From an optimization exercise on the open Yosys and OpenROAD flow, aimed at small area, a short achievable clock period and few clock cycles per item; shortcuts taken in it are not production practice. Where RTL was checked, it was by simulation tests only, not by an equivalence proof against the original. No functional check of the RTL was part of run 2.

==> flow/design.v (outline; a module is shown in full before it is edited, if it fits) <==
// module knn_sqrt_pipeline: 57 lines
// module knn_distance: 1629 lines
// module k_nn: 153 lines
module k_nn #(
    parameter NUMBER_ELEMENTS = 6,
    parameter DATA_WIDTH = 32,
    parameter CLASS_WIDTH = 8,
    parameter NS = 5
)(
    input  wire                     clk,
    input  wire                     rst,  
    output reg                      m_axis_tvalid,
    input  wire                     m_axis_tready,
    output wire [DATA_WIDTH-1:0]    m_axis_tdata,
    output reg                      m_axis_tlast,
    input  wire                     s_axis_tvalid,
    output wire                     s_axis_tready,
    input  wire [DATA_WIDTH-1:0]    s_axis_tdata,
    input  wire                     s_axis_tlast,
    output wire [DATA_WIDTH-1:0]    distance_result
);
  // ...
==> flow/flow/run.sh <==
#!/bin/bash
# Standard ORFS layout (the standard.sh, unchanged synthesis), with the
# resizer's setup repair aimed below the 9 ns clock: repair_timing keeps
# working until setup slack reaches SETUP_SLACK_MARGIN.
set -euo pipefail
bash standard.sh SETUP_SLACK_MARGIN=${MARGIN:-5.9} finish > standard.log 2>&1
==> flow/standard.sh <==
#!/bin/bash
# synth_recipe.tcl (not shown) runs the flow's synth.tcl, then flattens the netlist and writes it again
# the make line also repeats each setting of config.mk as NAME=value (left out here)
make -C /OpenROAD-flow-scripts/flow DESIGN_CONFIG=/design/flow/config.mk WORK_HOME=/design/flow/orfs CLKGATE_MAP_FILE= SYNTH_SCRIPT=/design/flow/synth_recipe.tcl "${@:-finish}"
==> flow/config.mk <==
export PLATFORM = sky130hd
export DESIGN_NAME = k_nn
export DESIGN_NICKNAME = k_nn
export VERILOG_FILES = /design/flow/design.v
export SDC_FILE = /design/flow/constraint.sdc
export NUM_CORES = 4
export LEC_CHECK = 0
export ABC_CLOCK_PERIOD_IN_PS = 1900
export CAP_MARGIN = 20
export CORE_MARGIN = 2
export CORE_UTILIZATION = 40
export CTS_CLUSTER_DIAMETER = 120
export CTS_CLUSTER_SIZE = 26
export SLEW_MARGIN = 20
==> flow/constraint.sdc <==
create_clock -name core_clock -period 9.0 [get_ports {clk}]
set_input_delay 1.8000 -clock core_clock [delete_from_list [all_inputs] [get_ports {clk}]]
set_output_delay 1.8000 -clock core_clock [all_outputs]
set_load 0.01 [all_outputs]
==> results.ini, run 1 <==
[setup_path]
startpoint=nd[16]
cp.arrival_ps=1280
worstSetupPathType=reg -> out

[synth]
synth_most_common_cell=dfxtp_1
synth_adder_area_share=0.1699
synth_warnings=4
synth_xor_area_frac=0.03407
syn-instance-count=4123
yosysTopAreaCell=dfxtp_1

[final_layout]
fin_util=0.4430
largestRegisters=sqrt_calc.step.reg_s.sr x216, slot x160, sqrt_calc.step.reg_s.qr x147
buffers=178
largest_class=flip-flops and latches

[place]
io_buffers=73
placedCellCount=5602
dpl_cell_area_um2=47330

[timing]
holdWs_ps=307.4

[run_status]
status=finished clean

[route]
wl_met2_um=46840

[global_routing]
grtUsageMet3=0.02683
antenna_found_initial=0

[cts]
ctsHoldBuffers=0
clk_path_buf_depth=3

[floorplanning]
dieHeight_um=339.4

[job]
max_cap_viol_count=0

Testbench counts, summed over its fixed seeds: cycles 7,840, queries 1,280.
==> module knn_sqrt_pipeline, before the edit <==
module knn_sqrt_pipeline #(
    parameter [16:0] CUT = 17'b11111111111110101
)(
    input  wire        clk,
    input  wire        rst,       
    input  wire        flush,     
    input  wire        vin,
    input  wire [32:0] data_in,
    output wire        vout,
    output wire [16:0] data_out
);
    wire [35:0] rem_w [0:17];
    wire [35:0] quo_w [0:17];
    wire [35:0] rad_w [0:17];
    wire        v_w   [0:17];
    assign rem_w[0] = 36'd0;
    assign quo_w[0] = 36'd0;
    assign rad_w[0] = {3'b000, data_in};
    assign v_w[0]   = vin;
    genvar j;
    generate
        for (j = 0; j < 17; j = j + 1) begin : step
            wire [j+2:0] r2 = {rem_w[j][j:0], rad_w[j][33-2*j:32-2*j]};
            wire [j+2:0] d  = {quo_w[j][j:0], 2'b01};
            wire [j+3:0] t  = {1'b0, r2} - {1'b0, d};
            wire         ok = !t[j+3];
            wire [j+1:0] rn = ok ? t[j+1:0] : r2[j+1:0];
            wire [j:0]   qn = {quo_w[j][j:0], ok};
            if (CUT[j]) begin : reg_s
                reg [j+1:0]      rr;
                reg [j:0]        qr;
                reg [35:0]       sr;
                reg              vr;
                always @(posedge clk) begin
                    if (!rst) vr <= 1'b0;
                    else vr <= v_w[j] & !flush;
                end
                always @(posedge clk) begin
                    rr <= rn;
                    qr <= qn;
                    sr <= rad_w[j];
                end
                assign rem_w[j+1] = rr;
                assign quo_w[j+1] = qr;
                assign rad_w[j+1] = sr;
                assign v_w[j+1]   = vr;
            end else begin : wire_s
                assign rem_w[j+1] = rn;
                assign quo_w[j+1] = qn;
                assign rad_w[j+1] = rad_w[j];
                assign v_w[j+1]   = v_w[j];
            end
        end
    endgenerate
    assign data_out = quo_w[17][16:0];
    assign vout     = v_w[17];
endmodule
==> module k_nn, before the edit <==
module k_nn #(
    parameter NUMBER_ELEMENTS = 6,
    parameter DATA_WIDTH = 32,
    parameter CLASS_WIDTH = 8,
    parameter NS = 5
)(
    input  wire                     clk,
    input  wire                     rst,  
    output reg                      m_axis_tvalid,
    input  wire                     m_axis_tready,
    output wire [DATA_WIDTH-1:0]    m_axis_tdata,
    output reg                      m_axis_tlast,
    input  wire                     s_axis_tvalid,
    output wire                     s_axis_tready,
    input  wire [DATA_WIDTH-1:0]    s_axis_tdata,
    input  wire                     s_axis_tlast,
    output wire [DATA_WIDTH-1:0]    distance_result
);
    function [2:0] inc (input [2:0] p);
        inc = (p == NS-1) ? 3'd0 : p + 3'd1;
    endfunction
    wire        p_v;
    wire [16:0] p_d;
    reg  [16:0] m_d;
    reg  [5:0]  ko;           
    wire        out_free = !m_axis_tvalid || m_axis_tready;
    wire        commit   = p_v && out_free;
    wire        flush    = p_v && !out_free;
    always @(posedge clk) begin
        if (!rst)
            m_axis_tvalid <= 1'b0;
        else if (out_free)
            m_axis_tvalid <= p_v;
    end
    always @(posedge clk) begin
        if (commit) begin
            m_d          <= p_d;
            m_axis_tlast <= ko[5];
        end
    end
    assign m_axis_tdata = {{(DATA_WIDTH-17){1'b0}}, m_d};
    reg  [31:0] slot [0:NS-1];
    reg  [2:0]  wr, com, iss, ia, used;
    reg  [5:0]  ik;
    reg         s_rdy;
    reg  [31:0] cur;          
    wire        accept   = s_axis_tvalid && s_rdy;
    wire        can_iss  = ia < used;
    wire        issue    = can_iss && !flush;
    wire        q_done   = commit && ko[5];
    reg  [2:0]  iss_n, ia_n, used_n;
    wire [2:0]  iss_nf = (can_iss && ik[5]) ? inc(iss) : iss;
    reg  [5:0]  ik_n;
    always @(*) begin
        iss_n  = iss;
        ia_n   = ia;
        ik_n   = ik;
        if (flush) begin
            iss_n = com;
            ia_n  = 3'd0;
            ik_n  = ko;
        end else begin
            if (issue) begin
                if (ik[5]) begin
                    iss_n = inc(iss);
                    ia_n  = ia + 3'd1;
                    ik_n  = 6'b000001;
                end else begin
                    ik_n  = {ik[4:0], 1'b0};
                end
            end
            if (q_done)
                ia_n = ia_n - 3'd1;
        end
        used_n = used + {2'b00, accept} - {2'b00, q_done};
    end
    always @(posedge clk) begin
        if (!rst) begin
            wr    <= 3'd0;
            com   <= 3'd0;
            iss   <= 3'd0;
            ia    <= 3'd0;
            used  <= 3'd0;
            ik    <= 6'b000001;
            ko    <= 6'b000001;
            s_rdy <= 1'b0;
        end else begin
            if (accept)
                wr <= inc(wr);
            if (q_done)
                com <= inc(com);
            if (commit)
                ko <= {ko[4:0], ko[5]};
            iss   <= iss_n;
            ia    <= ia_n;
            ik    <= ik_n;
            used  <= used_n;
            s_rdy <= q_done || (accept ? (used < NS-1) : (used < NS));
        end
    end
    assign s_axis_tready = s_rdy;
    integer i;
    always @(posedge clk) begin
        for (i = 0; i < NS; i = i + 1)
            if (s_rdy && wr == i)
                slot[i] <= s_axis_tdata;
        if (flush)
            cur <= slot[com];
        else if (s_rdy && iss_nf == wr)
            cur <= s_axis_tdata;
        else
            cur <= slot[iss_nf];
    end
    wire        sq_v;
    wire [32:0] sum_sq;
    knn_distance dist_calc (
        .clk(clk), .rst(rst), .flush(flush),
        .vin(issue), .k(ik), .qx(cur[15:0]), .qy(cur[31:16]),
        .vout(sq_v), .sum_sq(sum_sq)
    );
    knn_sqrt_pipeline sqrt_calc (
        .clk(clk), .rst(rst), .flush(flush),
        .vin(sq_v), .data_in(sum_sq),
        .vout(p_v), .data_out(p_d)
    );
    reg  [16:0] nd, sd;
    reg  [1:0]  cnt;
    wire        lt_n = p_d < nd;
    wire        lt_s = p_d < sd;
    always @(posedge clk) begin
        if (commit) begin
            if (ko[0]) begin
                nd  <= p_d;
                sd  <= 17'h1ffff;
                cnt <= 2'd0;
            end else if (ko[1] || ko[2]) begin
                if (lt_n) begin
                    nd <= p_d;
                    sd <= nd;
                end else if (lt_s) begin
                    sd <= p_d;
                end
            end else begin
                if (lt_n)
                    nd <= p_d;
                if (lt_s)
                    cnt <= cnt + 2'd1;
            end
        end
    end
    assign distance_result = {{(CLASS_WIDTH-1){1'b0}}, cnt[1],
                              {(DATA_WIDTH-CLASS_WIDTH-17){1'b0}}, nd};
endmodule
==> run 2: changes to the inputs <==
--- a/flow/design.v
+++ b/flow/design.v
@@ -1,14 +1,14 @@
 module knn_sqrt_pipeline #(
-    parameter [16:0] CUT = 17'b11111111111110101
+    parameter [16:0] CUT = 17'b10101010101010100
 )(
     input  wire        clk,
     input  wire        rst,       
-    input  wire        flush,     
+    input  wire        en,        
     input  wire        vin,
     input  wire [32:0] data_in,
     output wire        vout,
     output wire [16:0] data_out
 );
     wire [35:0] rem_w [0:17];
     wire [35:0] quo_w [0:17];
     wire [35:0] rad_w [0:17];
@@ -28,22 +28,24 @@
             wire [j:0]   qn = {quo_w[j][j:0], ok};
             if (CUT[j]) begin : reg_s
                 reg [j+1:0]      rr;
                 reg [j:0]        qr;
                 reg [35:0]       sr;
                 reg              vr;
                 always @(posedge clk) begin
                     if (!rst) vr <= 1'b0;
-                    else vr <= v_w[j] & !flush;
+                    else if (en) vr <= v_w[j];
                 end
                 always @(posedge clk) begin
-                    rr <= rn;
-                    qr <= qn;
-                    sr <= rad_w[j];
+                    if (en) begin
+                        rr <= rn;
+                        qr <= qn;
+                        sr <= rad_w[j];
+                    end
                 end
                 assign rem_w[j+1] = rr;
                 assign quo_w[j+1] = qr;
                 assign rad_w[j+1] = sr;
                 assign v_w[j+1]   = vr;
             end else begin : wire_s
                 assign rem_w[j+1] = rn;
                 assign quo_w[j+1] = qn;
@@ -53,73 +55,60 @@
         end
     endgenerate
     assign data_out = quo_w[17][16:0];
     assign vout     = v_w[17];
 endmodule
 module knn_distance (
     input  wire        clk,
     input  wire        rst,       
-    input  wire        flush,     
+    input  wire        en,        
     input  wire        vin,
-    input  wire [5:0]  k,         
+    input  wire [2:0]  k,
     input  wire [15:0] qx,
     input  wire [15:0] qy,
     output wire        vout,
     output wire [32:0] sum_sq
 );
-    wire [15:0] rx =
-        ({16{k[0]}} & 16'd5100) |
-        ({16{k[1]}} & 16'd4900) |
-        ({16{k[2]}} & 16'd4700) |
-        ({16{k[3]}} & 16'd7000) |
-        ({16{k[4]}} & 16'd6400) |
-        ({16{k[5]}} & 16'd6900);
-    wire [15:0] ry =
-        ({16{k[0]}} & 16'd3500) |
-        ({16{k[1]}} & 16'd3000) |
-        ({16{k[2]}} & 16'd3200) |
-        ({16{k[3]}} & 16'd3200) |
-        ({16{k[4]}} & 16'd3200) |
-        ({16{k[5]}} & 16'd3100);
+    reg [15:0] rx, ry;
+    always @(*) begin
+        case (k)
+            3'd0: begin rx = 16'd5100; ry = 16'd3500; end
+            3'd1: begin rx = 16'd4900; ry = 16'd3000; end
+            3'd2: begin rx = 16'd4700; ry = 16'd3200; end
+            3'd3: begin rx = 16'd7000; ry = 16'd3200; end
+            3'd4: begin rx = 16'd6400; ry = 16'd3200; end
+            default: begin rx = 16'd6900; ry = 16'd3100; end
+        endcase
+    end
     wire [16:0] dx = {1'b0, qx} - {1'b0, rx};
     wire [16:0] dy = {1'b0, qy} - {1'b0, ry};
     wire [15:0] nx = rx - qx;
     wire [15:0] ny = ry - qy;
     reg        v1;
     reg [15:0] ax, ay;
     always @(posedge clk) begin
         if (!rst) v1 <= 1'b0;
-        else v1 <= vin & !flush;
+        else if (en) v1 <= vin;
     end
     always @(posedge clk) begin
-        begin
+        if (en) begin
             ax <= dx[16] ? nx : dx[15:0];
             ay <= dy[16] ? ny : dy[15:0];
         end
     end
-    wire [115:0] t4_d;
-    reg  [115:0] t4;
-    reg        t4_v;
-    always @(posedge clk) begin
-        if (!rst) t4_v <= 1'b0;
-        else t4_v <= v1 & !flush;
-    end
-    always @(posedge clk) begin
-        t4 <= t4_d;
-    end
     wire [61:0] t6_d;
     reg  [61:0] t6;
     reg        t6_v;
     always @(posedge clk) begin
         if (!rst) t6_v <= 1'b0;
-        else t6_v <= t4_v & !flush;
+        else if (en) t6_v <= v1;
     end
     always @(posedge clk) begin
-        t6 <= t6_d;
+        if (en) t6 <= t6_d;
     end
     wire p1;
     wire p2;
     wire p3;
     wire p4;
     wire p5;
     wire p6;
     wire p7;
@@ -1381,248 +1370,132 @@
     assign s571 = p114 ^ p116 ^ p234;
     assign c572 = (p114 & p116) | (p114 & p234) | (p116 & p234);
     assign s573 = p236 ^ c480 ^ c482;
     assign c574 = (p236 & c480) | (p236 & c482) | (c480 & c482);
     assign s575 = p117 ^ p118 ^ ax[14];
     assign c576 = (p117 & p118) | (p117 & ax[14]) | (p118 & ax[14]);
     assign s577 = p237 ^ p238 ^ ay[14];
     assign c578 = (p237 & p238) | (p237 & ay[14]) | (p238 & ay[14]);
-    assign t4_d[0] = ax[0];
-    assign t4_d[1] = ay[0];
-    assign t4_d[2] = p1;
-    assign t4_d[3] = ax[1];
-    assign t4_d[4] = p121;
-    assign t4_d[5] = ay[1];
-    assign t4_d[6] = p2;
-    assign t4_d[7] = p122;
-    assign t4_d[8] = p123;
-    assign t4_d[9] = p136;
-    assign t4_d[10] = ay[2];
-    assign t4_d[11] = s483;
-    assign t4_d[12] = p124;
-    assign t4_d[13] = p137;
-    assign t4_d[14] = s485;
-    assign t4_d[15] = c484;
-    assign t4_d[16] = s371;
-    assign t4_d[17] = s487;
-    assign t4_d[18] = s489;
-    assign t4_d[19] = c486;
-    assign t4_d[20] = s491;
-    assign t4_d[21] = s493;
-    assign t4_d[22] = c488;
-    assign t4_d[23] = c490;
-    assign t4_d[24] = s495;
-    assign t4_d[25] = s497;
-    assign t4_d[26] = c492;
-    assign t4_d[27] = c494;
-    assign t4_d[28] = s499;
-    assign t4_d[29] = s501;
-    assign t4_d[30] = c496;
-    assign t4_d[31] = c498;
-    assign t4_d[32] = s503;
-    assign t4_d[33] = s505;
-    assign t4_d[34] = c500;
-    assign t4_d[35] = c502;
-    assign t4_d[36] = s507;
-    assign t4_d[37] = s509;
-    assign t4_d[38] = c504;
-    assign t4_d[39] = c506;
-    assign t4_d[40] = s511;
-    assign t4_d[41] = s513;
-    assign t4_d[42] = c508;
-    assign t4_d[43] = c510;
-    assign t4_d[44] = s515;
-    assign t4_d[45] = s517;
-    assign t4_d[46] = c512;
-    assign t4_d[47] = c514;
-    assign t4_d[48] = s519;
-    assign t4_d[49] = s521;
-    assign t4_d[50] = c516;
-    assign t4_d[51] = c518;
-    assign t4_d[52] = s523;
-    assign t4_d[53] = s525;
-    assign t4_d[54] = c520;
-    assign t4_d[55] = c522;
-    assign t4_d[56] = s527;
-    assign t4_d[57] = s529;
-    assign t4_d[58] = c524;
-    assign t4_d[59] = c526;
-    assign t4_d[60] = s531;
-    assign t4_d[61] = s533;
-    assign t4_d[62] = c528;
-    assign t4_d[63] = c530;
-    assign t4_d[64] = s535;
-    assign t4_d[65] = s537;
-    assign t4_d[66] = c532;
-    assign t4_d[67] = c534;
-    assign t4_d[68] = s539;
-    assign t4_d[69] = s541;
-    assign t4_d[70] = c536;
-    assign t4_d[71] = c538;
-    assign t4_d[72] = s543;
-    assign t4_d[73] = s545;
-    assign t4_d[74] = c540;
-    assign t4_d[75] = c542;
-    assign t4_d[76] = s547;
-    assign t4_d[77] = s549;
-    assign t4_d[78] = c544;
-    assign t4_d[79] = c546;
-    assign t4_d[80] = s551;
-    assign t4_d[81] = s553;
-    assign t4_d[82] = c548;
-    assign t4_d[83] = c550;
-    assign t4_d[84] = s555;
-    assign t4_d[85] = s557;
-    assign t4_d[86] = c552;
-    assign t4_d[87] = c554;
-    assign t4_d[88] = s559;
-    assign t4_d[89] = s561;
-    assign t4_d[90] = c556;
-    assign t4_d[91] = c558;
-    assign t4_d[92] = s563;
-    assign t4_d[93] = s565;
-    assign t4_d[94] = c560;
-    assign t4_d[95] = c562;
-    assign t4_d[96] = s567;
-    assign t4_d[97] = s569;
-    assign t4_d[98] = c564;
-    assign t4_d[99] = c566;
-    assign t4_d[100] = s571;
-    assign t4_d[101] = s573;
-    assign t4_d[102] = c568;
-    assign t4_d[103] = c570;
-    assign t4_d[104] = s575;
-    assign t4_d[105] = s577;
-    assign t4_d[106] = c572;
-    assign t4_d[107] = c574;
-    assign t4_d[108] = p119;
-    assign t4_d[109] = p239;
-    assign t4_d[110] = c576;
-    assign t4_d[111] = c578;
-    assign t4_d[112] = p120;
-    assign t4_d[113] = ax[15];
-    assign t4_d[114] = p240;
-    assign t4_d[115] = ay[15];
-    assign s579 = t4[2] ^ t4[3];
-    assign c580 = t4[2] & t4[3];
-    assign s581 = t4[8] ^ t4[9];
-    assign c582 = t4[8] & t4[9];
-    assign s583 = t4[12] ^ t4[13] ^ t4[14];
-    assign c584 = (t4[12] & t4[13]) | (t4[12] & t4[14]) | (t4[13] & t4[14]);
-    assign s585 = t4[16] ^ t4[17] ^ t4[18];
-    assign c586 = (t4[16] & t4[17]) | (t4[16] & t4[18]) | (t4[17] & t4[18]);
-    assign s587 = t4[20] ^ t4[21] ^ t4[22];
-    assign c588 = (t4[20] & t4[21]) | (t4[20] & t4[22]) | (t4[21] & t4[22]);
-    assign s589 = t4[24] ^ t4[25] ^ t4[26];
-    assign c590 = (t4[24] & t4[25]) | (t4[24] & t4[26]) | (t4[25] & t4[26]);
-    assign s591 = t4[28] ^ t4[29] ^ t4[30];
-    assign c592 = (t4[28] & t4[29]) | (t4[28] & t4[30]) | (t4[29] & t4[30]);
-    assign s593 = t4[32] ^ t4[33] ^ t4[34];
-    assign c594 = (t4[32] & t4[33]) | (t4[32] & t4[34]) | (t4[33] & t4[34]);
-    assign s595 = t4[36] ^ t4[37] ^ t4[38];
-    assign c596 = (t4[36] & t4[37]) | (t4[36] & t4[38]) | (t4[37] & t4[38]);
-    assign s597 = t4[40] ^ t4[41] ^ t4[42];
-    assign c598 = (t4[40] & t4[41]) | (t4[40] & t4[42]) | (t4[41] & t4[42]);
-    assign s599 = t4[44] ^ t4[45] ^ t4[46];
-    assign c600 = (t4[44] & t4[45]) | (t4[44] & t4[46]) | (t4[45] & t4[46]);
-    assign s601 = t4[48] ^ t4[49] ^ t4[50];
-    assign c602 = (t4[48] & t4[49]) | (t4[48] & t4[50]) | (t4[49] & t4[50]);
-    assign s603 = t4[52] ^ t4[53] ^ t4[54];
-    assign c604 = (t4[52] & t4[53]) | (t4[52] & t4[54]) | (t4[53] & t4[54]);
-    assign s605 = t4[56] ^ t4[57] ^ t4[58];
-    assign c606 = (t4[56] & t4[57]) | (t4[56] & t4[58]) | (t4[57] & t4[58]);
-    assign s607 = t4[60] ^ t4[61] ^ t4[62];
-    assign c608 = (t4[60] & t4[61]) | (t4[60] & t4[62]) | (t4[61] & t4[62]);
-    assign s609 = t4[64] ^ t4[65] ^ t4[66];
-    assign c610 = (t4[64] & t4[65]) | (t4[64] & t4[66]) | (t4[65] & t4[66]);
-    assign s611 = t4[68] ^ t4[69] ^ t4[70];
-    assign c612 = (t4[68] & t4[69]) | (t4[68] & t4[70]) | (t4[69] & t4[70]);
-    assign s613 = t4[72] ^ t4[73] ^ t4[74];
-    assign c614 = (t4[72] & t4[73]) | (t4[72] & t4[74]) | (t4[73] & t4[74]);
-    assign s615 = t4[76] ^ t4[77] ^ t4[78];
-    assign c616 = (t4[76] & t4[77]) | (t4[76] & t4[78]) | (t4[77] & t4[78]);
-    assign s617 = t4[80] ^ t4[81] ^ t4[82];
-    assign c618 = (t4[80] & t4[81]) | (t4[80] & t4[82]) | (t4[81] & t4[82]);
-    assign s619 = t4[84] ^ t4[85] ^ t4[86];
-    assign c620 = (t4[84] & t4[85]) | (t4[84] & t4[86]) | (t4[85] & t4[86]);
-    assign s621 = t4[88] ^ t4[89] ^ t4[90];
-    assign c622 = (t4[88] & t4[89]) | (t4[88] & t4[90]) | (t4[89] & t4[90]);
-    assign s623 = t4[92] ^ t4[93] ^ t4[94];
-    assign c624 = (t4[92] & t4[93]) | (t4[92] & t4[94]) | (t4[93] & t4[94]);
-    assign s625 = t4[96] ^ t4[97] ^ t4[98];
-    assign c626 = (t4[96] & t4[97]) | (t4[96] & t4[98]) | (t4[97] & t4[98]);
-    assign s627 = t4[100] ^ t4[101] ^ t4[102];
-    assign c628 = (t4[100] & t4[101]) | (t4[100] & t4[102]) | (t4[101] & t4[102]);
-    assign s629 = t4[104] ^ t4[105] ^ t4[106];
-    assign c630 = (t4[104] & t4[105]) | (t4[104] & t4[106]) | (t4[105] & t4[106]);
-    assign s631 = t4[108] ^ t4[109] ^ t4[110];
-    assign c632 = (t4[108] & t4[109]) | (t4[108] & t4[110]) | (t4[109] & t4[110]);
-    assign s633 = t4[112] ^ t4[113] ^ t4[114];
-    assign c634 = (t4[112] & t4[113]) | (t4[112] & t4[114]) | (t4[113] & t4[114]);
-    assign s635 = t4[4] ^ t4[5];
-    assign c636 = t4[4] & t4[5];
-    assign s637 = t4[6] ^ t4[7] ^ c580;
-    assign c638 = (t4[6] & t4[7]) | (t4[6] & c580) | (t4[7] & c580);
-    assign s639 = t4[10] ^ t4[11] ^ s581;
-    assign c640 = (t4[10] & t4[11]) | (t4[10] & s581) | (t4[11] & s581);
-    assign s641 = t4[15] ^ s583 ^ c582;
-    assign c642 = (t4[15] & s583) | (t4[15] & c582) | (s583 & c582);
-    assign s643 = t4[19] ^ s585 ^ c584;
-    assign c644 = (t4[19] & s585) | (t4[19] & c584) | (s585 & c584);
-    assign s645 = t4[23] ^ s587 ^ c586;
-    assign c646 = (t4[23] & s587) | (t4[23] & c586) | (s587 & c586);
-    assign s647 = t4[27] ^ s589 ^ c588;
-    assign c648 = (t4[27] & s589) | (t4[27] & c588) | (s589 & c588);
-    assign s649 = t4[31] ^ s591 ^ c590;
-    assign c650 = (t4[31] & s591) | (t4[31] & c590) | (s591 & c590);
-    assign s651 = t4[35] ^ s593 ^ c592;
-    assign c652 = (t4[35] & s593) | (t4[35] & c592) | (s593 & c592);
-    assign s653 = t4[39] ^ s595 ^ c594;
-    assign c654 = (t4[39] & s595) | (t4[39] & c594) | (s595 & c594);
-    assign s655 = t4[43] ^ s597 ^ c596;
-    assign c656 = (t4[43] & s597) | (t4[43] & c596) | (s597 & c596);
-    assign s657 = t4[47] ^ s599 ^ c598;
-    assign c658 = (t4[47] & s599) | (t4[47] & c598) | (s599 & c598);
-    assign s659 = t4[51] ^ s601 ^ c600;
-    assign c660 = (t4[51] & s601) | (t4[51] & c600) | (s601 & c600);
-    assign s661 = t4[55] ^ s603 ^ c602;
-    assign c662 = (t4[55] & s603) | (t4[55] & c602) | (s603 & c602);
-    assign s663 = t4[59] ^ s605 ^ c604;
-    assign c664 = (t4[59] & s605) | (t4[59] & c604) | (s605 & c604);
-    assign s665 = t4[63] ^ s607 ^ c606;
-    assign c666 = (t4[63] & s607) | (t4[63] & c606) | (s607 & c606);
-    assign s667 = t4[67] ^ s609 ^ c608;
-    assign c668 = (t4[67] & s609) | (t4[67] & c608) | (s609 & c608);
-    assign s669 = t4[71] ^ s611 ^ c610;
-    assign c670 = (t4[71] & s611) | (t4[71] & c610) | (s611 & c610);
-    assign s671 = t4[75] ^ s613 ^ c612;
-    assign c672 = (t4[75] & s613) | (t4[75] & c612) | (s613 & c612);
-    assign s673 = t4[79] ^ s615 ^ c614;
-    assign c674 = (t4[79] & s615) | (t4[79] & c614) | (s615 & c614);
-    assign s675 = t4[83] ^ s617 ^ c616;
-    assign c676 = (t4[83] & s617) | (t4[83] & c616) | (s617 & c616);
-    assign s677 = t4[87] ^ s619 ^ c618;
-    assign c678 = (t4[87] & s619) | (t4[87] & c618) | (s619 & c618);
-    assign s679 = t4[91] ^ s621 ^ c620;
-    assign c680 = (t4[91] & s621) | (t4[91] & c620) | (s621 & c620);
-    assign s681 = t4[95] ^ s623 ^ c622;
-    assign c682 = (t4[95] & s623) | (t4[95] & c622) | (s623 & c622);
-    assign s683 = t4[99] ^ s625 ^ c624;
-    assign c684 = (t4[99] & s625) | (t4[99] & c624) | (s625 & c624);
-    assign s685 = t4[103] ^ s627 ^ c626;
-    assign c686 = (t4[103] & s627) | (t4[103] & c626) | (s627 & c626);
-    assign s687 = t4[107] ^ s629 ^ c628;
-    assign c688 = (t4[107] & s629) | (t4[107] & c628) | (s629 & c628);
-    assign s689 = t4[111] ^ s631 ^ c630;
-    assign c690 = (t4[111] & s631) | (t4[111] & c630) | (s631 & c630);
-    assign s691 = t4[115] ^ s633 ^ c632;
-    assign c692 = (t4[115] & s633) | (t4[115] & c632) | (s633 & c632);
-    assign t6_d[0] = t4[0];
-    assign t6_d[1] = t4[1];
+    assign s579 = p1 ^ ax[1];
+    assign c580 = p1 & ax[1];
+    assign s581 = p123 ^ p136;
+    assign c582 = p123 & p136;
+    assign s583 = p124 ^ p137 ^ s485;
+    assign c584 = (p124 & p137) | (p124 & s485) | (p137 & s485);
+    assign s585 = s371 ^ s487 ^ s489;
+    assign c586 = (s371 & s487) | (s371 & s489) | (s487 & s489);
+    assign s587 = s491 ^ s493 ^ c488;
+    assign c588 = (s491 & s493) | (s491 & c488) | (s493 & c488);
+    assign s589 = s495 ^ s497 ^ c492;
+    assign c590 = (s495 & s497) | (s495 & c492) | (s497 & c492);
+    assign s591 = s499 ^ s501 ^ c496;
+    assign c592 = (s499 & s501) | (s499 & c496) | (s501 & c496);
+    assign s593 = s503 ^ s505 ^ c500;
+    assign c594 = (s503 & s505) | (s503 & c500) | (s505 & c500);
+    assign s595 = s507 ^ s509 ^ c504;
+    assign c596 = (s507 & s509) | (s507 & c504) | (s509 & c504);
+    assign s597 = s511 ^ s513 ^ c508;
+    assign c598 = (s511 & s513) | (s511 & c508) | (s513 & c508);
+    assign s599 = s515 ^ s517 ^ c512;
+    assign c600 = (s515 & s517) | (s515 & c512) | (s517 & c512);
+    assign s601 = s519 ^ s521 ^ c516;
+    assign c602 = (s519 & s521) | (s519 & c516) | (s521 & c516);
+    assign s603 = s523 ^ s525 ^ c520;
+    assign c604 = (s523 & s525) | (s523 & c520) | (s525 & c520);
+    assign s605 = s527 ^ s529 ^ c524;
+    assign c606 = (s527 & s529) | (s527 & c524) | (s529 & c524);
+    assign s607 = s531 ^ s533 ^ c528;
+    assign c608 = (s531 & s533) | (s531 & c528) | (s533 & c528);
+    assign s609 = s535 ^ s537 ^ c532;
+    assign c610 = (s535 & s537) | (s535 & c532) | (s537 & c532);
+    assign s611 = s539 ^ s541 ^ c536;
+    assign c612 = (s539 & s541) | (s539 & c536) | (s541 & c536);
+    assign s613 = s543 ^ s545 ^ c540;
+    assign c614 = (s543 & s545) | (s543 & c540) | (s545 & c540);
+    assign s615 = s547 ^ s549 ^ c544;
+    assign c616 = (s547 & s549) | (s547 & c544) | (s549 & c544);
+    assign s617 = s551 ^ s553 ^ c548;
+    assign c618 = (s551 & s553) | (s551 & c548) | (s553 & c548);
+    assign s619 = s555 ^ s557 ^ c552;
+    assign c620 = (s555 & s557) | (s555 & c552) | (s557 & c552);
+    assign s621 = s559 ^ s561 ^ c556;
+    assign c622 = (s559 & s561) | (s559 & c556) | (s561 & c556);
+    assign s623 = s563 ^ s565 ^ c560;
+    assign c624 = (s563 & s565) | (s563 & c560) | (s565 & c560);
+    assign s625 = s567 ^ s569 ^ c564;
+    assign c626 = (s567 & s569) | (s567 & c564) | (s569 & c564);
+    assign s627 = s571 ^ s573 ^ c568;
+    assign c628 = (s571 & s573) | (s571 & c568) | (s573 & c568);
+    assign s629 = s575 ^ s577 ^ c572;
+    assign c630 = (s575 & s577) | (s575 & c572) | (s577 & c572);
+    assign s631 = p119 ^ p239 ^ c576;
+    assign c632 = (p119 & p239) | (p119 & c576) | (p239 & c576);
+    assign s633 = p120 ^ ax[15] ^ p240;
+    assign c634 = (p120 & ax[15]) | (p120 & p240) | (ax[15] & p240);
+    assign s635 = p121 ^ ay[1];
+    assign c636 = p121 & ay[1];
+    assign s637 = p2 ^ p122 ^ c580;
+    assign c638 = (p2 & p122) | (p2 & c580) | (p122 & c580);
+    assign s639 = ay[2] ^ s483 ^ s581;
+    assign c640 = (ay[2] & s483) | (ay[2] & s581) | (s483 & s581);
+    assign s641 = c484 ^ s583 ^ c582;
+    assign c642 = (c484 & s583) | (c484 & c582) | (s583 & c582);
+    assign s643 = c486 ^ s585 ^ c584;
+    assign c644 = (c486 & s585) | (c486 & c584) | (s585 & c584);
+    assign s645 = c490 ^ s587 ^ c586;
+    assign c646 = (c490 & s587) | (c490 & c586) | (s587 & c586);
+    assign s647 = c494 ^ s589 ^ c588;
+    assign c648 = (c494 & s589) | (c494 & c588) | (s589 & c588);
+    assign s649 = c498 ^ s591 ^ c590;
+    assign c650 = (c498 & s591) | (c498 & c590) | (s591 & c590);
+    assign s651 = c502 ^ s593 ^ c592;
+    assign c652 = (c502 & s593) | (c502 & c592) | (s593 & c592);
+    assign s653 = c506 ^ s595 ^ c594;
+    assign c654 = (c506 & s595) | (c506 & c594) | (s595 & c594);
+    assign s655 = c510 ^ s597 ^ c596;
+    assign c656 = (c510 & s597) | (c510 & c596) | (s597 & c596);
+    assign s657 = c514 ^ s599 ^ c598;
+    assign c658 = (c514 & s599) | (c514 & c598) | (s599 & c598);
+    assign s659 = c518 ^ s601 ^ c600;
+    assign c660 = (c518 & s601) | (c518 & c600) | (s601 & c600);
+    assign s661 = c522 ^ s603 ^ c602;
+    assign c662 = (c522 & s603) | (c522 & c602) | (s603 & c602);
+    assign s663 = c526 ^ s605 ^ c604;
+    assign c664 = (c526 & s605) | (c526 & c604) | (s605 & c604);
+    assign s665 = c530 ^ s607 ^ c606;
+    assign c666 = (c530 & s607) | (c530 & c606) | (s607 & c606);
+    assign s667 = c534 ^ s609 ^ c608;
+    assign c668 = (c534 & s609) | (c534 & c608) | (s609 & c608);
+    assign s669 = c538 ^ s611 ^ c610;
+    assign c670 = (c538 & s611) | (c538 & c610) | (s611 & c610);
+    assign s671 = c542 ^ s613 ^ c612;
+    assign c672 = (c542 & s613) | (c542 & c612) | (s613 & c612);
+    assign s673 = c546 ^ s615 ^ c614;
+    assign c674 = (c546 & s615) | (c546 & c614) | (s615 & c614);
+    assign s675 = c550 ^ s617 ^ c616;
+    assign c676 = (c550 & s617) | (c550 & c616) | (s617 & c616);
+    assign s677 = c554 ^ s619 ^ c618;
+    assign c678 = (c554 & s619) | (c554 & c618) | (s619 & c618);
+    assign s679 = c558 ^ s621 ^ c620;
+    assign c680 = (c558 & s621) | (c558 & c620) | (s621 & c620);
+    assign s681 = c562 ^ s623 ^ c622;
+    assign c682 = (c562 & s623) | (c562 & c622) | (s623 & c622);
+    assign s683 = c566 ^ s625 ^ c624;
+    assign c684 = (c566 & s625) | (c566 & c624) | (s625 & c624);
+    assign s685 = c570 ^ s627 ^ c626;
+    assign c686 = (c570 & s627) | (c570 & c626) | (s627 & c626);
+    assign s687 = c574 ^ s629 ^ c628;
+    assign c688 = (c574 & s629) | (c574 & c628) | (s629 & c628);
+    assign s689 = c578 ^ s631 ^ c630;
+    assign c690 = (c578 & s631) | (c578 & c630) | (s631 & c630);
+    assign s691 = ay[15] ^ s633 ^ c632;
+    assign c692 = (ay[15] & s633) | (ay[15] & c632) | (s633 & c632);
+    assign t6_d[0] = ax[0];
+    assign t6_d[1] = ay[0];
     assign t6_d[2] = s579;
     assign t6_d[3] = s635;
     assign t6_d[4] = s637;
     assign t6_d[5] = c636;
     assign t6_d[6] = s639;
     assign t6_d[7] = c638;
     assign t6_d[8] = s641;
     assign t6_d[9] = c640;
@@ -1682,158 +1555,135 @@
     wire [32:0] row_b = {1'b0, t6[61], t6[59], t6[57], t6[55], t6[53], t6[51], t6[49], t6[47], t6[45], t6[43], t6[41], t6[39], t6[37], t6[35], t6[33], t6[31], t6[29], t6[27], t6[25], t6[23], t6[21], t6[19], t6[17], t6[15], t6[13], t6[11], t6[9], t6[7], t6[5], t6[3], 1'b0, t6[1]};
     wire [32:0] sum = row_a + row_b;
     assign sum_sq = sum;
     assign vout = t6_v;
 endmodule
 module k_nn #(
     parameter NUMBER_ELEMENTS = 6,
     parameter DATA_WIDTH = 32,
-    parameter CLASS_WIDTH = 8,
-    parameter NS = 5
+    parameter CLASS_WIDTH = 8
 )(
     input  wire                     clk,
     input  wire                     rst,  
     output reg                      m_axis_tvalid,
     input  wire                     m_axis_tready,
     output wire [DATA_WIDTH-1:0]    m_axis_tdata,
     output reg                      m_axis_tlast,
     input  wire                     s_axis_tvalid,
     output wire                     s_axis_tready,
     input  wire [DATA_WIDTH-1:0]    s_axis_tdata,
     input  wire                     s_axis_tlast,
     output wire [DATA_WIDTH-1:0]    distance_result
 );
-    function [2:0] inc (input [2:0] p);
-        inc = (p == NS-1) ? 3'd0 : p + 3'd1;
-    endfunction
+    reg         sk_v;
+    wire        en = !sk_v;
     wire        p_v;
     wire [16:0] p_d;
-    reg  [16:0] m_d;
-    reg  [5:0]  ko;           
+    reg  [16:0] m_d, sk_d;
+    wire        take     = en && p_v;
     wire        out_free = !m_axis_tvalid || m_axis_tready;
-    wire        commit   = p_v && out_free;
-    wire        flush    = p_v && !out_free;
+    wire        load_m   = out_free && (sk_v || take);
+    wire [16:0] din      = sk_v ? sk_d : p_d;
+    wire        sk_v_n   = out_free ? 1'b0 : (sk_v || take);
     always @(posedge clk) begin
-        if (!rst)
+        if (!rst) begin
             m_axis_tvalid <= 1'b0;
-        else if (out_free)
-            m_axis_tvalid <= p_v;
+            sk_v          <= 1'b0;
+        end else begin
+            if (out_free)
+                m_axis_tvalid <= sk_v || take;
+            sk_v <= sk_v_n;
+        end
     end
     always @(posedge clk) begin
-        if (commit) begin
-            m_d          <= p_d;
-            m_axis_tlast <= ko[5];
-        end
+        if (take && !out_free)
+            sk_d <= p_d;
+        if (load_m)
+            m_d <= din;
     end
     assign m_axis_tdata = {{(DATA_WIDTH-17){1'b0}}, m_d};
-    reg  [31:0] slot [0:NS-1];
-    reg  [2:0]  wr, com, iss, ia, used;
-    reg  [5:0]  ik;
+    reg         busy;
+    reg  [2:0]  idx;
+    reg  [15:0] qx, qy;
     reg         s_rdy;
-    reg  [31:0] cur;          
-    wire        accept   = s_axis_tvalid && s_rdy;
-    wire        can_iss  = ia < used;
-    wire        issue    = can_iss && !flush;
-    wire        q_done   = commit && ko[5];
-    reg  [2:0]  iss_n, ia_n, used_n;
-    wire [2:0]  iss_nf = (can_iss && ik[5]) ? inc(iss) : iss;
-    reg  [5:0]  ik_n;
+    wire        accept = s_axis_tvalid && s_rdy;
+    reg         busy_n;
+    reg  [2:0]  idx_n;
     always @(*) begin
-        iss_n  = iss;
-        ia_n   = ia;
-        ik_n   = ik;
-        if (flush) begin
-            iss_n = com;
-            ia_n  = 3'd0;
-            ik_n  = ko;
-        end else begin
-            if (issue) begin
-                if (ik[5]) begin
-                    iss_n = inc(iss);
-                    ia_n  = ia + 3'd1;
-                    ik_n  = 6'b000001;
-                end else begin
-                    ik_n  = {ik[4:0], 1'b0};
-                end
-            end
-            if (q_done)
-                ia_n = ia_n - 3'd1;
+        busy_n = busy;
+        idx_n  = idx;
+        if (accept) begin
+            busy_n = 1'b1;
+            idx_n  = 3'd0;
+        end else if (en && busy) begin
+            if (idx == NUMBER_ELEMENTS-1)
+                busy_n = 1'b0;
+            else
+                idx_n = idx + 3'd1;
         end
-        used_n = used + {2'b00, accept} - {2'b00, q_done};
     end
     always @(posedge clk) begin
         if (!rst) begin
-            wr    <= 3'd0;
-            com   <= 3'd0;
-            iss   <= 3'd0;
-            ia    <= 3'd0;
-            used  <= 3'd0;
-            ik    <= 6'b000001;
-            ko    <= 6'b000001;
+            busy  <= 1'b0;
+            idx   <= 3'd0;
             s_rdy <= 1'b0;
         end else begin
-            if (accept)
-                wr <= inc(wr);
-            if (q_done)
-                com <= inc(com);
-            if (commit)
-                ko <= {ko[4:0], ko[5]};
-            iss   <= iss_n;
-            ia    <= ia_n;
-            ik    <= ik_n;
-            used  <= used_n;
-            s_rdy <= q_done || (accept ? (used < NS-1) : (used < NS));
+            busy  <= busy_n;
+            idx   <= idx_n;
+            s_rdy <= !sk_v_n && (!busy_n || idx_n == NUMBER_ELEMENTS-1);
         end
     end
     assign s_axis_tready = s_rdy;
-    integer i;
     always @(posedge clk) begin
-        for (i = 0; i < NS; i = i + 1)
-            if (s_rdy && wr == i)
-                slot[i] <= s_axis_tdata;
-        if (flush)
-            cur <= slot[com];
-        else if (s_rdy && iss_nf == wr)
-            cur <= s_axis_tdata;
-        else
-            cur <= slot[iss_nf];
+        if (s_rdy) begin
+            qx <= s_axis_tdata[15:0];
+            qy <= s_axis_tdata[31:16];
+        end
     end
     wire        sq_v;
     wire [32:0] sum_sq;
     knn_distance dist_calc (
-        .clk(clk), .rst(rst), .flush(flush),
-        .vin(issue), .k(ik), .qx(cur[15:0]), .qy(cur[31:16]),
+        .clk(clk), .rst(rst), .en(en),
+        .vin(busy), .k(idx), .qx(qx), .qy(qy),
         .vout(sq_v), .sum_sq(sum_sq)
     );
     knn_sqrt_pipeline sqrt_calc (
-        .clk(clk), .rst(rst), .flush(flush),
+        .clk(clk), .rst(rst), .en(en),
         .vin(sq_v), .data_in(sum_sq),
         .vout(p_v), .data_out(p_d)
     );
+    reg  [2:0]  ko;
     reg  [16:0] nd, sd;
     reg  [1:0]  cnt;
-    wire        lt_n = p_d < nd;
-    wire        lt_s = p_d < sd;
+    wire        lt_n = din < nd;
+    wire        lt_s = din < sd;
+    always @(posedge clk) begin
+        if (!rst)
+            ko <= 3'd0;
+        else if (load_m)
+            ko <= (ko == NUMBER_ELEMENTS-1) ? 3'd0 : ko + 3'd1;
+    end
     always @(posedge clk) begin
-        if (commit) begin
-            if (ko[0]) begin
-                nd  <= p_d;
+        if (load_m) begin
+            m_axis_tlast <= (ko == NUMBER_ELEMENTS-1);
+            if (ko == 3'd0) begin
+                nd  <= din;
                 sd  <= 17'h1ffff;
                 cnt <= 2'd0;
-            end else if (ko[1] || ko[2]) begin
+            end else if (ko < 3'd3) begin
                 if (lt_n) begin
-                    nd <= p_d;
+                    nd <= din;
                     sd <= nd;
                 end else if (lt_s) begin
-                    sd <= p_d;
+                    sd <= din;
                 end
             end else begin
                 if (lt_n)
-                    nd <= p_d;
+                    nd <= din;
                 if (lt_s)
                     cnt <= cnt + 2'd1;
             end
         end
     end
     assign distance_result = {{(CLASS_WIDTH-1){1'b0}}, cnt[1],
                               {(DATA_WIDTH-CLASS_WIDTH-17){1'b0}}, nd};
 endmodule
==> flow/run.sh (new file) <==
#!/bin/bash
# synth_recipe.tcl (not shown) runs the flow's synth.tcl, then flattens the netlist and writes it again
# the make line also repeats each setting of config.mk as NAME=value (left out here)
make -C /OpenROAD-flow-scripts/flow DESIGN_CONFIG=/design/flow/config.mk WORK_HOME=/design/flow/orfs CLKGATE_MAP_FILE= SYNTH_SCRIPT=/design/flow/synth_recipe.tcl finish
==> flow/config.mk (replaced) <==
export PLATFORM = sky130hd
export DESIGN_NAME = k_nn
export DESIGN_NICKNAME = k_nn
export VERILOG_FILES = /design/flow/design.v
export SDC_FILE = /design/flow/constraint.sdc
export NUM_CORES = 4
export LEC_CHECK = 0
export ABC_CLOCK_PERIOD_IN_PS = 3000
export CAP_MARGIN = 20
export CORE_MARGIN = 2
export CORE_UTILIZATION = 40
export SETUP_SLACK_MARGIN = 5
export SLEW_MARGIN = 20
removed: flow/flow/run.sh
removed: flow/standard.sh
==> run 2 against run 1 <==
  * Clock skew fell by 17 ps
  * Register-to-register slack got worse by 1700 ps
  * Fmax fell by 35%
  * Still clean
  * Sequential cell count fell by 530
  * Cell area fell by 16%
  * Worst setup slack got worse by 1600 ps
==> results.ini, run 2 <==
[setup_path]
crit_path_max_fanout=6  ; was 2
cp_num_buf_inv=3  ; was 1
cp.arrival_ps=5100  ; was 1280 ps
reg2reg_from=sqrt_calc.step[12].reg_s.rr[3]  ; was ik[0]
cp-end-kind=flip-flop  ; was output pin
worstSetupPathType=reg -> reg  ; was reg -> out
startpoint=sqrt_calc.step[12].reg_s.rr[3]  ; was nd[16]
slowest_stage=or4_4  ; was edfxtp_1
path_cells=ha_4 > or4_4 > o21ai_4 > a2111oi_4 > or3b_4 > inv_12 > nand2_4 > o21ai_4 > ha_4 > a21oi_4 > o21bai_1 > a21o_1 > a211o_1 > a2111oi_4 > nor3_2 > o21a_1 > a21boi_2 > buf_6 > inv_8 > mux2_4  ; was buf_6
cp.required_ps=9380  ; was 7200 ps
crit_family=compound AO/OA/AOI/OAI gates  ; was flip-flops
max_stage_delay_ps=540  ; was 470 ps
crit_path_start_kind=flip-flop  ; unchanged
r2r_slack_ps=4280  ; was 5950 ps

[final_layout]
syn2layout_area_growth_pct=22.94  ; was 10.32%
diodes=0  ; unchanged
drive_gt1_frac=0.2074  ; was 0.09382
layout_commonest_cell=edfxtp_1  ; was dfxtp_1
top_register=sqrt_calc.step.reg_s.sr  ; unchanged
n_fill_cell=7406  ; was 10519
largest_register_ffs=112  ; was 216
final_cell_mix=edfxtp_1 (459), inv_1 (385), ha_1 (225)  ; was dfxtp_1 (775), inv_1 (429), ha_1 (287)
multiInputGateArea_um2=19650  ; was 20880 µm²
largestRegisters=sqrt_calc.step.reg_s.sr x112, sqrt_calc.step.reg_s.qr x80, sqrt_calc.step.reg_s.rr x70  ; was sqrt_calc.step.reg_s.sr x216, slot x160, sqrt_calc.step.reg_s.qr x147
nets=3944  ; was 4754
regArea_um2=14200  ; was 22400 µm²
finalNonFillerCells=4616  ; was 5742

[cts]
clk_path_buf_depth=3  ; unchanged
cts_tree=done  ; unchanged
clk_pin_slew_ps=60  ; was 110 ps
numClockSinks=479  ; was 1009
ctsHoldBuffers=0  ; unchanged
numCtsBuffers=54  ; was 45
clock_latency_ps=630  ; was 660 ps
clock-root-buffer=clkbuf_16  ; unchanged
htree_levels=2  ; unchanged

[synth]
syn_area_um2=34030  ; was 44990 µm²
synthArstFlopShare=0  ; unchanged
ys_seq_elements=479  ; was 1009
yosysTopAreaCellShare=0.4050  ; was 0.3538
synth_commonest_cells=edfxtp_1 (459), inv_1 (411), ha_1 (274), nand2_1 (215), fa_1 (196)  ; was dfxtp_1 (795), inv_1 (440), ha_1 (294), nor2_1 (237), nand2_1 (230)
yosysSeqAreaShare=0.4168  ; was 0.4966
synth_most_common_cell=edfxtp_1  ; was dfxtp_1
syn-instance-count=3108  ; was 4123
synth_warnings=3  ; was 4
syn-mean-instance-area_um2=10.95  ; was 10.91 µm²
yosysTopAreaCell=edfxtp_1  ; was dfxtp_1
synth_edf_count=459  ; was 214
ys_dominant_reg_cell=edfxtp_1  ; was dfxtp_1
synth.area.top_cells=edfxtp_1 (41%), fa_1 (12%), ha_1 (10%)  ; was dfxtp_1 (35%), edfxtp_1 (14%), fa_1 (8.8%)
synthDistinctLibCells=91  ; was 94

[timing]
finalHoldViolCount=0  ; unchanged
slew_violations=0  ; unchanged
finalClockSkew_ps=35.90  ; was 52.62 ps
worst-slew-pin-transition_ps=1201  ; was 1081 ps
rsz0062_at_grt=yes  ; unchanged
finalSetupTns_ps=0  ; unchanged
final-setup-viol-count=0  ; unchanged
fin_crit_ps=4716  ; was 3081 ps
relSlewSlack=0.1926  ; was 0.2783
timing.fmax_mhz=212.1  ; was 324.6 MHz
fin_crit_sh=0.5240  ; was 0.3423

[run_status]
status=finished clean  ; unchanged

[floorplanning]
die_w_um=295.7  ; was 339.4 µm
dieHeight_um=295.7  ; was 339.4 µm
rows=106  ; was 123
dieArea_um2=87420  ; was 115200 µm²
io_pins=104  ; unchanged
start_util=0.4053  ; was 0.4015
coreArea_um2=83950  ; was 112000 µm²

[route]
drtIter0Drc=1123  ; was 2034
vias_per_cell=5.019  ; was 5.040
wl_per_cell_um=15.95  ; was 17.03 µm
firstDrtPassIters=5  ; was 6
wl_um=73610  ; was 97780 µm
num_vias=23167  ; was 28939
drc_errors=0  ; unchanged
antenna_left=0  ; unchanged

[global_routing]
grt_usage=0.1683  ; was 0.1664
antenna_found_initial=0  ; unchanged
grt_start_max_net_pins=171  ; was 71
grt_pass1_wl_um=118800  ; was 154600 µm
grt_pass1_vias=23544  ; was 28656
overflow=0  ; unchanged

[min_path]
hold_path.class=reg -> reg  ; unchanged
worstHoldStart=sqrt_calc.step[2].reg_s.sr[0]  ; was sqrt_calc.step[0].reg_s.sr[23]

[place]
place_congestion=0.8269  ; was 0.8319
io_buffers=73  ; unchanged
dp.final_hpwl_um=50290  ; was 65290 µm
placedCellCount=4257  ; was 5602

[job]
max_cap_viol_count=0  ; unchanged

[run 2: through the flow]
stage                     hold slack, ps  instance area (µm²)  utilization  setup slack, ps
after floorplan                    400.3                34600            -             2808
after global placement             400.5                36220       0.4315             3276
final                              398.7                41830       0.4983             4284
after global routing               416.1                41830       0.4983             4170
after CTS                          385.2                40400       0.4812             4313
after detailed placement           404.5                36230       0.4316             3242
[run 2: area by class of cell]
type | instances | area share
clock buffer | 57 | 0.03257
clock inverter | 44 | 0.01283
inverter | 414 | 0.03822
multi-input combinational | 2145 | 0.4698
sequential | 479 | 0.3393
tap | 1134 | 0.03392
timing repair buffer | 340 | 0.07277
timing repair inverter | 3 | 0.0005384
[run 2: kinds of logic (layout without fill, tap and decap cells)]
group,Yosys count,count (layout),synth area share
xor+xnor,168,168,0.04401
compound gates,568,569,0.1094
fa+ha+maj,470,470,0.2161
other cells,1,29,0.0001102
flops,479,479,0.4168
buf+inv,514,858,0.06104
mux,103,103,0.03247
simple gates,805,806,0.1201
[run 2: per-layer routing]
layer | wire length (µm) | up-vias | track usage
met2 | 37800 | 364 | 0.3095
met5 | 0 | - | 0
met3 | 2152 | 179 | 0.02039
met4 | 3034 | 0 | 0.07069
li1 | - | 11331 | -
met1 | 30620 | 11293 | 0.1973
[run 2: worst paths after layout]
check	to	cells past startpoint
setup / recovery	sqrt_calc.step[14].reg_s.rr[8]	20
hold / removal	sqrt_calc.step[4].reg_s.sr[0]	0
setup reg to reg	sqrt_calc.step[14].reg_s.rr[8]	20
hold reg to reg	sqrt_calc.step[4].reg_s.sr[0]	0
[run 2: timing repair]
item	CTS	global route
setup endpoints to repair	142	233
cloned	6	1
setup buffers	167	84
gates resized for setup	202	173
pin swaps	119	116

-- port drivers added, routing unchanged --
The flow's constraints put no driver on any port. The routed layouts listed below were extracted and timed again, unchanged, in two steps. Step 1 sets driving cells, clkbuf_16 on the clock port and buf_2 on the other inputs (assumed; they add their load-dependent delay and slew). Step 2 moves the port delays by t, midway between the first and last clock arrival at a register: inputs arrive t later, outputs are due t later. That takes back most of the time a late clock gives input paths. a / b / c = no drivers / after step 1 / after step 2; a / b = the first two.
run	t (ns)	setup slack, ns	hold WS [ns]
run 1	0.709	5.920 / 5.849 / 5.311	0.307 / 0.307 / 0.307
run 2	0.679	4.284 / 4.284 / 4.284	0.399 / 0.399 / 0.399
After both steps setup and hold are still met in every run listed. For run 1, which loses most, drivers alone change the setup slack by -0.071 ns; drivers and shift together by -0.609 ns.
